What follows belongs to an exercise in optimizing a design on an open flow for small area and few clock cycles per item; a production flow would make more cautious choices.
The RTL was checked by simulation tests, not by an equivalence proof against the original design.
No activity file was given, so power comes from the tool's default toggle rates.

job 4981:
==> flow/design.v <==
module SpiFlash
	(
		input logic			iClk,
		input logic			iRst,
		input logic			iWr,
		input logic 		iRd,
		input logic [31:0]	iAddr,
		input logic [7:0] 	iDataIn,
		output logic [7:0]	oDataOut,
		output logic 		oDone,
		output	logic 		oSpiCs,
		output	logic		oSpiClk,
		output	logic		oSpiMosi,
		input	logic		iSpiMiso
	);
	localparam logic [8:0] CNT_START = 9'd188;
	localparam int N = 33;
	logic [8:0]   rCnt;
	logic         rCs;       
	logic         rBusy;     
	logic         rMosi;
	logic [N-1:0] rRing;
	logic [N-1:0] wLoad;
	wire  [31:0]  wPay = {iAddr[23:0], iDataIn};
	always_comb begin
		wLoad = '0;
		wLoad[27] = iRd;
		for (int q = 0; q < 32; q++)
			wLoad[(8*q + 2) % N] = wPay[31-q];
	end
	wire wLatch = rCnt[2:0] == 3'd0;                
	wire wCapt  = rCnt[8] & (rCnt[2:0] == 3'd3);    
	wire wEnd   = &rCnt[8:2];                       
	wire wStart = ~rBusy & (iRd | iWr);             
	always_ff @(posedge iClk or posedge iRst) begin
		if (iRst) begin
			rCs   <= 1'b1;
			rBusy <= 1'b0;
		end else begin
			rCs   <= rCs ? ~wStart : wEnd;
			rBusy <= ~rCs | wStart;
		end
	end
	wire wCmdLow = ~rCnt[8] & ~(&rCnt[7:3]);        
	wire wCmd6   = ~rCnt[8] & (&rCnt[7:4]) & ~rCnt[3];
	always_ff @(posedge iClk) begin
		rCnt <= rCs ? CNT_START : rCnt + 9'd1;
		rRing <= ~((wLoad | {N{rBusy}}) & ({rRing[0], rRing[N-1:1]} | {N{rCs}}));
		if (rBusy & wCapt)
			rRing[29] <= ~iSpiMiso;
		if (wLatch)
			rMosi <= wCmdLow ? wCmd6 : ~rRing[0];
	end
	assign oSpiMosi = rMosi;
	assign oSpiClk  = rCnt[2] | rCs;
	assign oSpiCs   = rCs;
	assign oDone    = rCs & rBusy;
	assign oDataOut = {rRing[5], rRing[13], rRing[21], rRing[29],
	                   rRing[4], rRing[12], rRing[20], rRing[28]};
endmodule
Settings: LEC_CHECK=0, CAP_MARGIN=20, CORE_MARGIN=2, CORE_UTILIZATION=70, SLEW_MARGIN=20; clock period 10.0 ns.
standard.sh (not shown) runs the stock make flow with config.mk's settings and CLKGATE_MAP_FILE= SYNTH_SCRIPT=/design/flow/synth_recipe.tcl, a recipe that flattens the netlist after the stock synthesis.
==> flow/flow/run.sh <==
#!/bin/bash
# Standard synthesis, then the standard ORFS layout with these changes:
# the port buffers are the smallest buffer cell, and CTS adds no dummy loads
# and builds the tree from small clock buffers.
set -euo pipefail
bash standard.sh synth > synth.log 2>&1
bash standard.sh \
  "BUFFER_PORTS_ARGS=-buffer_cell sky130_fd_sc_hd__buf_1" \
  "CTS_ARGS=-sink_clustering_enable -repair_clock_nets -dont_use_dummy_load -buf_list {sky130_fd_sc_hd__clkbuf_2 sky130_fd_sc_hd__clkbuf_4} -root_buf sky130_fd_sc_hd__clkbuf_4" \
  finish > layout.log 2>&1
Job 4981: no failed stages, no open violations at the end
Testbench counts of job 4981, summed over its fixed seeds: cycles 155,028, items 480.
The inputs of job 9505 differ from those of job 4981 as listed below.
Settings: CORE_UTILIZATION changed from 70 to 40.
==> flow/flow/run.sh <==
#!/bin/bash
# Standard synthesis, then the standard ORFS layout with two changes:
# the port buffers are the smallest buffer cell, and CTS adds no dummy loads.
set -euo pipefail
bash standard.sh synth > synth.log 2>&1
bash standard.sh \
  "BUFFER_PORTS_ARGS=-buffer_cell sky130_fd_sc_hd__buf_1" \
  "CTS_ARGS=-sink_clustering_enable -repair_clock_nets -dont_use_dummy_load" \
  finish > layout.log 2>&1
==> comparison <==
- The die used by job 9505 is larger than the one used by job 4981.
- Highest clock rate of job 9505 exceeds that of job 4981 by a few percent.
- Job 9505 — combinational power share 0.9 points higher, job 4981 as reference

* * *

== alpha ==
RTL: the design.v shown in full above, as it stands there.
Settings: LEC_CHECK=0, CAP_MARGIN=20, CORE_MARGIN=2, CORE_UTILIZATION=70, SLEW_MARGIN=20; clock period 10.0 ns.
==> flow/flow/run.sh <==
#!/bin/bash
# Standard synthesis, then the standard ORFS layout with these changes:
# the port buffers are the smallest buffer cell, and CTS adds no dummy loads
# and builds a small clock tree.
set -euo pipefail
bash standard.sh synth > synth.log 2>&1
bash standard.sh \
  "BUFFER_PORTS_ARGS=-buffer_cell sky130_fd_sc_hd__buf_1" \
  "CTS_ARGS=-repair_clock_nets -dont_use_dummy_load -sink_clustering_enable -sink_clustering_size 50 -sink_clustering_max_diameter 500 -buf_list {sky130_fd_sc_hd__clkbuf_16} -root_buf sky130_fd_sc_hd__clkbuf_16" \
  finish > layout.log 2>&1
Testbench counts of alpha, summed over its fixed seeds: cycles 155,028, items 480.
diff inputs: alpha => beta
- swapping 70 for 40 in CORE_UTILIZATION
==> flow/run.sh (new file) <==
#!/bin/bash
# synth_recipe.tcl (not shown) runs the flow's synth.tcl, then flattens the netlist and writes it again
# the make line also repeats each setting of config.mk as NAME=value (left out here)
make -C /OpenROAD-flow-scripts/flow DESIGN_CONFIG=/design/flow/config.mk WORK_HOME=/design/flow/orfs CLKGATE_MAP_FILE= SYNTH_SCRIPT=/design/flow/synth_recipe.tcl finish
removed: flow/flow/run.sh
removed: flow/standard.sh
==> run summary <==
beta went all the way through synthesis, placement and routing and the layout is clean on timing, DRC and antenna.
Compared with alpha, beta has less setup slack.
Comparing alpha and beta, net switching fraction of the power is lower on beta.
Looking at combinational power across alpha and beta, the one that comes out higher is beta.
Relative to beta, the following input files were edited for gamma:
- CORE_UTILIZATION changed from 40 to 70
==> flow/flow/run.sh (new file) <==
#!/bin/bash
# Standard synthesis, then the standard ORFS layout with these changes:
# the port buffers are the smallest buffer cell, and CTS adds no dummy loads
# and clusters all sinks under few clock buffers.
set -euo pipefail
bash standard.sh synth > synth.log 2>&1
bash standard.sh \
  "BUFFER_PORTS_ARGS=-buffer_cell sky130_fd_sc_hd__buf_1" \
  "CTS_ARGS=-sink_clustering_enable -repair_clock_nets -dont_use_dummy_load -sink_clustering_size 50 -sink_clustering_max_diameter 300 -buf_list {sky130_fd_sc_hd__clkbuf_4 sky130_fd_sc_hd__clkbuf_8 sky130_fd_sc_hd__clkbuf_16} -root_buf sky130_fd_sc_hd__clkbuf_4" \
  finish > layout.log 2>&1
==> flow/standard.sh (new file) <==
#!/bin/bash
# synth_recipe.tcl (not shown) runs the flow's synth.tcl, then flattens the netlist and writes it again
# the make line also repeats each setting of config.mk as NAME=value (left out here)
make -C /OpenROAD-flow-scripts/flow DESIGN_CONFIG=/design/flow/config.mk WORK_HOME=/design/flow/orfs CLKGATE_MAP_FILE= SYNTH_SCRIPT=/design/flow/synth_recipe.tcl "${@:-finish}"
removed: flow/run.sh
Results
gamma: PASS, flow complete, no timing, DRC or antenna violations. Die size: gamma is under beta. Between beta and gamma, the flow reports routed wire length decreasing by a few percent. Final hold slack, gamma and beta: lower on beta. From beta to gamma the numbers moved as follows: total global routing track utilization grew by 8.5 points, first-iteration DRC count fell 69%, number of rows created at floorplan now sits lower, post-layout instance area -20%, portion of the layout cell area used by non-clock buffers went down 13 points. Via count of the routed design is lower on beta.

port drivers added, routing unchanged:
Ports are ideal in the flow. The routed layouts listed here were re-timed in OpenROAD. Step 1 assumes that a clkbuf_16 drives the clock port and a buf_2 every other input. Step 2, shift: input delay + t, output delay - t, t = (earliest + latest rising clock arrival at the registers) / 2. This alone moves slack from input paths to output paths. a / b / c = no drivers / after step 1 / after step 2; a / b = the first two.
run | t, ns | setup slack, ns | worst slew at a driven data input, ns | cell pins on the clock port's net
job 4981 | 0.345 | 6.195 / 6.175 / 6.520 | 0.05 | 1
job 9505 | 0.306 | 6.307 / 6.283 / 6.590 | 0.04 | 1
alpha | 0.309 | 6.279 / 6.246 / 6.556 | 0.05 | 1
beta | 0.311 | 5.889 / 5.864 / 6.176 | 0.04 | 1
gamma | 0.345 | 6.195 / 6.175 / 6.520 | 0.05 | 1
After both steps every run listed still meets setup and hold.
